Background: an optimization exercise with open tools, aiming at small area, a short achievable clock period and few clock cycles. Do not read the settings as production practice.
Where RTL was checked, it was by simulation tests only, not by an equivalence proof against the original.
No activity file was given, so power comes from the tool's default toggle rates.

## raven
==> flow/design.v (excerpt) <==
module mips16(clk,rst,imem_addr,imem_rdata,dmem_addr,dmem_wdata,dmem_we,dmem_rdata,dbg_raddr,dbg_rdata);
input clk,rst;
output [15:0] imem_addr;
input [15:0] imem_rdata;
output [15:0] dmem_addr,dmem_wdata;
output dmem_we;
input [15:0] dmem_rdata;
input [2:0] dbg_raddr;
output [15:0] dbg_rdata;
reg [15:0] ir;    
reg [15:0] npc;   
wire [3:0] op = ir[15:12];
wire [2:0] rd = ir[11:9];
wire [2:0] rs = ir[8:6];
wire [2:0] rt = ir[5:3];
wire [15:0] imm = {{10{ir[5]}},ir[5:0]};
reg [111:0] regs;
wire [127:0] rv = {regs,16'h0000};
wire is_st = (op == 4'd11);
wire [2:0] rb = is_st ? rd : rt;
wire [15:0] a = rv[rs*16 +: 16];
wire [15:0] b = rv[rb*16 +: 16];
assign dbg_rdata = rv[dbg_raddr*16 +: 16];
wire [15:0] addr = a + imm;
wire sub = (op == 4'd2);
wire [15:0] sum = a + (b ^ {16{sub}}) + {15'd0,sub};
wire left = (op == 4'd6);
wire [15:0] a_rev, sh_rev;
genvar g;
generate for (g = 0; g < 16; g = g + 1) begin : rev
  assign a_rev[g] = a[15-g];
  assign sh_rev[g] = sh[15-g];
end endgenerate
wire [15:0] sh_in = left ? a_rev : a;
wire [15:0] sh = (|b[15:4]) ? 16'h0000 : (sh_in >> b[3:0]);
wire [15:0] shres = left ? sh_rev : sh;
reg [15:0] res;
always @(*) begin
  case (op)
    4'd1, 4'd2: res = sum;
    4'd3: res = a & b;
    4'd4: res = a | b;
    4'd5: res = a ^ b;
    4'd6, 4'd7, 4'd8: res = shres;
    4'd9: res = addr;
    default: res = dmem_rdata;
  endcase
end
wire we = (op >= 4'd1) && (op <= 4'd10);
integer k;
always @(posedge clk) begin
  ...
Size in the first run: about 140 flip-flops, roughly 0.013 mm² of cells after synthesis.
export LEC_CHECK = 0
export CAP_MARGIN = 20
export CORE_MARGIN = 2
export CORE_UTILIZATION = 40
export SLEW_MARGIN = 20
create_clock -name core_clock -period 11.0 [get_ports {clk}]
run.sh (not shown) runs the stock make flow with config.mk's settings and CLKGATE_MAP_FILE= SYNTH_SCRIPT=/design/flow/synth_recipe.tcl, a recipe that flattens the netlist after the stock synthesis.
Testbench counts of raven, summed over its fixed seeds: cycles 26,648.
Setup changes, raven to sierra
- an added SETUP_SLACK_MARGIN of 5
Results
Compared with raven, in sierra power consumption grew by about 4%, critical path depth up 1. Via count of the first global-routing pass on sierra is up relative to raven.

========
Another version of the RTL of mips16 (not shown whole).
Size in the first run: roughly 180 flip-flops, about 100 I/O pins, ~12000 µm² of cells after synthesis.
clock: 11.0 ns
lec_check: 0
cap_margin: 20
core_margin: 2
core_utilization: 45
slew_margin: 20
tns_end_percent: 10
standard.sh (not shown) runs the stock make flow with config.mk's settings and CLKGATE_MAP_FILE= SYNTH_SCRIPT=/design/flow/synth_recipe.tcl, a recipe that flattens the netlist after the stock synthesis.
==> flow/flow/run.sh <==
#!/bin/bash
set -euo pipefail
export SETUP_SLACK_MARGIN=5.7
export BUFFER_PORTS_ARGS="-buffer_cell sky130_fd_sc_hd__buf_2"
bash standard.sh > standard.log 2>&1
The starting point produced a clean layout.
Testbench counts at the start, summed over its fixed seeds: cycles 26,648.
==> next run, changes <==
==> flow/flow/run.sh (replaced) <==
#!/bin/bash
set -euo pipefail
export SETUP_SLACK_MARGIN=5.5
export BUFFER_PORTS_ARGS="-buffer_cell sky130_fd_sc_hd__buf_2"
bash standard.sh > standard.log 2>&1
The new run finished clean. Hold slack is better by 0.017 ns. Die area is unchanged. Fmax goes up by 0.83%. Register-to-register slack is worse by 0.29 ns.
==> next run, changes <==
==> flow/flow/run.sh (replaced) <==
#!/bin/bash
set -euo pipefail
export SETUP_SLACK_MARGIN=5.8
export BUFFER_PORTS_ARGS="-buffer_cell sky130_fd_sc_hd__buf_2"
bash standard.sh > standard.log 2>&1
Settings changed: TNS_END_PERCENT 10 to not set.
What happened: Setup slack degrades by 0.042 ns; utilization came out higher by 3.0 points; non-clock buffer count rises by 29; die area stays the same; critical path depth goes up by 7; cell area rises by a few percent; via count came out higher by a few percent; clock skew stays flat; cell count grows slightly.
==> next run, changes <==
==> flow/flow/run.sh (replaced) <==
#!/bin/bash
set -euo pipefail
export SETUP_SLACK_MARGIN=5.5
export BUFFER_PORTS_ARGS="-buffer_cell sky130_fd_sc_hd__buf_1"
bash standard.sh > standard.log 2>&1
Settings changed: CORE_UTILIZATION 45 to 50, CTS_BUF_LIST set to sky130_fd_sc_hd__clkbuf_8.
Outcome: The new run finished clean; total power came out lower by roughly a tenth; wire length came out lower slightly; design area came out lower by a few percent; synthesized area does not change; hold slack gets better by 0.014 ns; setup slack gets worse by 0.11 ns; die area came out lower by roughly a tenth; clock power came out lower by a quarter to a third; via count came out lower slightly.

========
== job 6189 ==
mips16, a different RTL version from the one above (not shown whole).
Size in the first run: about 140 flip-flops.
export LEC_CHECK = 0
export CAP_MARGIN = 20
export CORE_MARGIN = 2
export CORE_UTILIZATION = 45
export SLEW_MARGIN = 20
create_clock -name core_clock -period 11.0 [get_ports {clk}]
==> flow/flow/run.sh <==
#!/bin/bash
set -euo pipefail
export SETUP_SLACK_MARGIN=5.5
export BUFFER_PORTS_ARGS="-buffer_cell sky130_fd_sc_hd__buf_2"
bash standard.sh > standard.log 2>&1
For job 1805, these inputs were changed with respect to job 6189:
# job 6189
export LEC_CHECK = 0
export CAP_MARGIN = 20
export CORE_MARGIN = 2
export CORE_UTILIZATION = 45
export SLEW_MARGIN = 20
create_clock -name core_clock -period 11.0 [get_ports {clk}]
# job 1805
export LEC_CHECK = 0
export CAP_MARGIN = 20
export CORE_MARGIN = 2
export CORE_UTILIZATION = 65
export SLEW_MARGIN = 20
create_clock -name core_clock -period 11.0 [get_ports {clk}]
==> flow/flow/run.sh <==
#!/bin/bash
set -euo pipefail
export SETUP_SLACK_MARGIN=5.9
export BUFFER_PORTS_ARGS="-buffer_cell sky130_fd_sc_hd__buf_2"
bash standard.sh > standard.log 2>&1
Job 1805: it failed during global routing (5_1_grt), and the tool reported GRT-0232.
Taking job 6189 over job 1805, the number of buffers inserted to repair setup after CTS ratio works out to 0.67.
Job 1805 ends up with higher initial standard-cell utilization of the core than job 6189 does.
What job 6189 reported for cell count after placement has to be multiplied by 0.932 to get the figure for job 1805.
Note that the quantity of gates resized following cts recorded for job 1805 amounts to 1.11 times the value seen in job 6189.
Vertical die dimension on job 1805 is down relative to job 6189.
Of job 1805 and job 6189, it is job 1805 that has the higher weighted congestion at the end of routability-driven global placement.
Job 1805 against job 6189: pre-CTS setup slack increased 0.38 ns, post-synth design cell area held steady.
Re die width: job 1805 is about 16% down on job 6189.
No run of this note included a check of the RTL's function; only the layout flow was run.

==> static timing again, ports no longer ideal <==
Ports are ideal in the flow. The routed layouts listed here were re-timed in OpenROAD.
Step 1, drivers: a clkbuf_16 drives clk and a buf_2 each remaining input, both assumed.
Step 2, shift: input delay + t, output delay - t, t = (earliest + latest rising clock arrival at the registers) / 2. This alone moves slack from input paths to output paths.
Slacks: ideal / step 1 / step 2; pairs: ideal / step 1.
run	t (ns)	setup slack, ns	worst setup path at the end	worst data-port slew with drivers (ns)	cell pins on the clock port's net
raven	0.478	3.488 / 3.435 / 3.914	register to output	0.05	1
sierra	0.475	4.870 / 4.818 / 5.046	input to output	0.05	1
the first run of note 2	0.483	5.272 / 5.223 / 5.282	input to output	0.04	1
the second run of note 2	0.488	5.320 / 5.299 / 5.300	input to output	0.04	1
the third run of note 2	0.487	5.277 / 5.226 / 5.379	input to output	0.06	1
the fourth run of note 2	0.520	5.168 / 5.122 / 5.379	input to output	0.06	1
job 6189	0.482	3.960 / 3.909 / 4.391	register to output	0.14	1
After both steps every run listed still meets setup and hold. The setup slack of the second run of note 2, which loses most, moves by -0.021 ns with the drivers and by -0.020 ns with both steps.
